Background: an optimization exercise with open tools, aiming at small area, a short achievable clock period and few clock cycles per item. Do not read the settings as production practice. At most, simulation tests tie the RTL to the original design; equivalence was not proved.

==> run a: inputs <==
## CPU
module CPU(
				clk,
			  rst_n,
		   IO_stall,
         awid_m_inf,
       awaddr_m_inf,
       awsize_m_inf,
      awburst_m_inf,
        awlen_m_inf,
      awvalid_m_inf,
      awready_m_inf,
        wdata_m_inf,
        wlast_m_inf,
       wvalid_m_inf,
       wready_m_inf,
          bid_m_inf,
        bresp_m_inf,
       bvalid_m_inf,
       bready_m_inf,
         arid_m_inf,
       araddr_m_inf,
        arlen_m_inf,
       arsize_m_inf,
      arburst_m_inf,
      arvalid_m_inf,
      arready_m_inf, 
          rid_m_inf,
        rdata_m_inf,
        rresp_m_inf,
        rlast_m_inf,
       rvalid_m_inf,
       rready_m_inf 
);
input  wire clk, rst_n;
output reg  IO_stall;
parameter ID_WIDTH = 4, ADDR_WIDTH = 32, DATA_WIDTH = 16, DRAM_NUMBER = 2, WRIT_NUMBER = 1;
output wire [WRIT_NUMBER * ID_WIDTH-1:0]      awid_m_inf;
output wire [WRIT_NUMBER * ADDR_WIDTH-1:0]  awaddr_m_inf;
output wire [WRIT_NUMBER * 3 -1:0]          awsize_m_inf;
output wire [WRIT_NUMBER * 2 -1:0]         awburst_m_inf;
output wire [WRIT_NUMBER * 7 -1:0]           awlen_m_inf;
output wire [WRIT_NUMBER-1:0]              awvalid_m_inf;
input  wire [WRIT_NUMBER-1:0]              awready_m_inf;
output wire [WRIT_NUMBER * DATA_WIDTH-1:0]   wdata_m_inf;
output wire [WRIT_NUMBER-1:0]                wlast_m_inf;
output wire [WRIT_NUMBER-1:0]               wvalid_m_inf;
input  wire [WRIT_NUMBER-1:0]               wready_m_inf;
input  wire [WRIT_NUMBER * ID_WIDTH-1:0]       bid_m_inf;
input  wire [WRIT_NUMBER * 2 -1:0]           bresp_m_inf;
input  wire [WRIT_NUMBER-1:0]               bvalid_m_inf;
output wire [WRIT_NUMBER-1:0]               bready_m_inf;
output wire [DRAM_NUMBER * ID_WIDTH-1:0]      arid_m_inf;
output wire [DRAM_NUMBER * ADDR_WIDTH-1:0]  araddr_m_inf;
output wire [DRAM_NUMBER * 7 -1:0]           arlen_m_inf;
output wire [DRAM_NUMBER * 3 -1:0]          arsize_m_inf;
output wire [DRAM_NUMBER * 2 -1:0]         arburst_m_inf;
output wire [DRAM_NUMBER-1:0]              arvalid_m_inf;
  ...
Settings: LEC_CHECK=0, CAP_MARGIN=20, CORE_MARGIN=2, CORE_UTILIZATION=55.0, SETUP_SLACK_MARGIN=5, SLEW_MARGIN=20; clock period 10.0 ns.
standard.sh (not shown) runs the stock make flow with config.mk's settings and CLKGATE_MAP_FILE= SYNTH_SCRIPT=/design/flow/synth_recipe.tcl, a recipe that flattens the netlist after the stock synthesis.
==> flow/flow/run.sh <==
#!/bin/bash
# Standard layout, with timing repair aiming for a larger setup margin.
set -euo pipefail
bash standard.sh SETUP_SLACK_MARGIN=6 finish > standard_flow.log 2>&1
==> run b (differences from run a) <==
--- a/flow/design.v
+++ b/flow/design.v
@@ -126,25 +126,25 @@
 wire bz_rs = |(busy & ra_sel);
 wire bz_rt = |(busy & rb_sel);
 wire bz_rd = |(busy & rd_sel);
 wire        alu_sub = f_fn | (op == 3'd1);
 wire [15:0] alu_sum;
-ksadd #(16) u_alu (.a(ra_val), .b(rb_val ^ {16{alu_sub}}), .ci(alu_sub), .s(alu_sum));
+ksadd #(16, 5) u_alu (.a(ra_val), .b(rb_val ^ {16{alu_sub}}), .ci(alu_sub), .s(alu_sum));
 wire        alu_lt  = (ra_val[15] != rb_val[15]) ? ra_val[15] : alu_sum[15];
 wire [15:0] alu_res = (op == 3'd1) ? {15'd0, alu_lt} : alu_sum;
 wire        br_eq   = (ra_val == rb_val);
 wire [10:0] ls_addr;
-ksadd #(11) u_lsa (.a(ra_val[10:0]), .b({{6{f_imm[4]}}, f_imm}), .ci(1'b0), .s(ls_addr));
+ksadd #(11, 4) u_lsa (.a(ra_val[10:0]), .b({{6{f_imm[4]}}, f_imm}), .ci(1'b0), .s(ls_addr));
 wire [10:0] br_tgt  = ipc + 11'd1 + {{6{f_imm[4]}}, f_imm};
 reg  [16:0] ma, mb;
 reg  [33:0] ms, mc;
 reg  [66:0] mp;
 reg  [32:0] mq;            
 wire [33:0] bs, bc;
 booth17 u_mul (.a(ma), .b(mb), .s(bs), .c(bc));
 wire [33:0] prod;
-ksadd #(34) u_prod (.a(ms), .b(mc), .ci(1'b0), .s(prod));
+ksadd #(34, 6) u_prod (.a(ms), .b(mc), .ci(1'b0), .s(prod));
 reg         a_v, s_v, p_v;
 reg  [1:0]  a_kind, s_kind, p_kind;
 reg         a_first, s_first, p_first;
 reg  [1:0]  a_sh, s_sh;
 reg         a_buf, s_buf, p_buf;
@@ -246,13 +246,13 @@
 wire [32:0] b_sel = dt_buf ? b1 : b0;
 wire [16:0] ch_a  = dt_ha ? t_sel[32:16] : {1'b0, t_sel[15:0]};
 wire [16:0] ch_b  = dt_hb ? b_sel[32:16] : {1'b0, b_sel[15:0]};
 wire dt_issue = dt_on & (dt_ph == 3'd0);
 wire [32:0] x_new;
-ksadd #(33) u_minor (.a(mq), .b(~mp[32:0]), .ci(1'b1), .s(x_new));
+ksadd #(33, 6) u_minor (.a(mq), .b(~mp[32:0]), .ci(1'b1), .s(x_new));
 wire [66:0] acc_sum;
-ksadd #(67) u_acc (.a(acc), .b(mp), .ci(1'b0), .s(acc_sum));
+ksadd #(67, 7) u_acc (.a(acc), .b(mp), .ci(1'b0), .s(acc_sum));
 wire        sat_ok  = (&acc[66:15]) | ~(|acc[66:15]);
 wire [15:0] det_res = sat_ok ? acc[15:0] : (acc[66] ? 16'h8000 : 16'h7fff);
 reg  [10:0] dm_addr;       
 reg         d_arvalid;
 reg         la1_v;         
@@ -582,17 +582,16 @@
             2'd3: if (bvalid_m_inf) st_ph <= 2'd0;
         endcase
     end
 end
 endmodule
-module ksadd #(parameter W = 16) (
+module ksadd #(parameter W = 16, parameter L = 5) (
     input  wire [W-1:0] a,
     input  wire [W-1:0] b,
     input  wire         ci,
     output wire [W-1:0] s
 );
-    localparam L = $clog2(W + 1);
     wire [W:0] g [0:L];
     wire [W:0] p [0:L];
     assign g[0] = {a & b, ci};
     assign p[0] = {a ^ b, 1'b0};
     genvar k, j;
==> flow/run.sh (new file) <==
#!/bin/bash
# synth_recipe.tcl (not shown) runs the flow's synth.tcl, then flattens the netlist and writes it again
# the make line also repeats each setting of config.mk as NAME=value (left out here)
make -C /OpenROAD-flow-scripts/flow DESIGN_CONFIG=/design/flow/config.mk WORK_HOME=/design/flow/orfs CLKGATE_MAP_FILE= SYNTH_SCRIPT=/design/flow/synth_recipe.tcl finish
removed: flow/flow/run.sh
removed: flow/standard.sh
==> comparison table <==
metric                                                              run b        run a
Total routing usage reported by global routing                      0.356        0.382
Fraction of final layout cells sized beyond drive strength 1        0.124        0.196
Storage element area                                          26,700 um^2  26,700 um^2
Antenna violations before repair                                        7            9
Placed Cells                                                        7,410        7,403
Status                                   no timing/DRC/antenna violations  no timing/DRC/antenna violations
Post-route cell area                                          68,900 um^2  74,600 um^2
Sequential cell area share                                          0.388        0.358
DR WL met3                                                      23,800 um    28,200 um
Global-route wire length before repair                         300,000 um   321,000 um
Number of antenna diodes                                                1            5
Peak fanout along the critical path                                     6            5
Wire length on met2                                             85,900 um    92,000 um
Met2 GRT Util                                                       0.511        0.542
Testbench counts of run b, summed over its fixed seeds: cycles 38,156, instructions 12,000.
For run a, only the layout was checked, not whether the RTL still works.

-- re-timing with driven ports --
The flow's constraints put no driver on any port. The routed layouts listed below were extracted and timed again, unchanged, in two steps. Step 1: set_driving_cell puts a clkbuf_16 on clk and a buf_2 on each other input, an assumption about the parent block. Step 2 moves the port delays by t, midway between the first and last clock arrival at a register: inputs arrive t later, outputs are due t later. That takes back most of the time a late clock gives input paths. Three values: no drivers, after step 1, after step 2; two values: the first two.
| run | shift t [ns] | slack for setup (ns) | hold slack, ns | worst setup path after step 2 | worst register clock-pin slew, ns |
|---|---|---|---|---|---|
| run a | 0.768 | 4.506 / 4.506 / 4.506 | 0.323 / 0.323 / 0.323 | register to register | 0.07 / 0.07 |
| run b | 0.766 | 4.602 / 4.602 / 4.602 | 0.327 / 0.327 / 0.327 | register to register | 0.07 / 0.07 |
After both steps setup and hold are still met in every run listed.
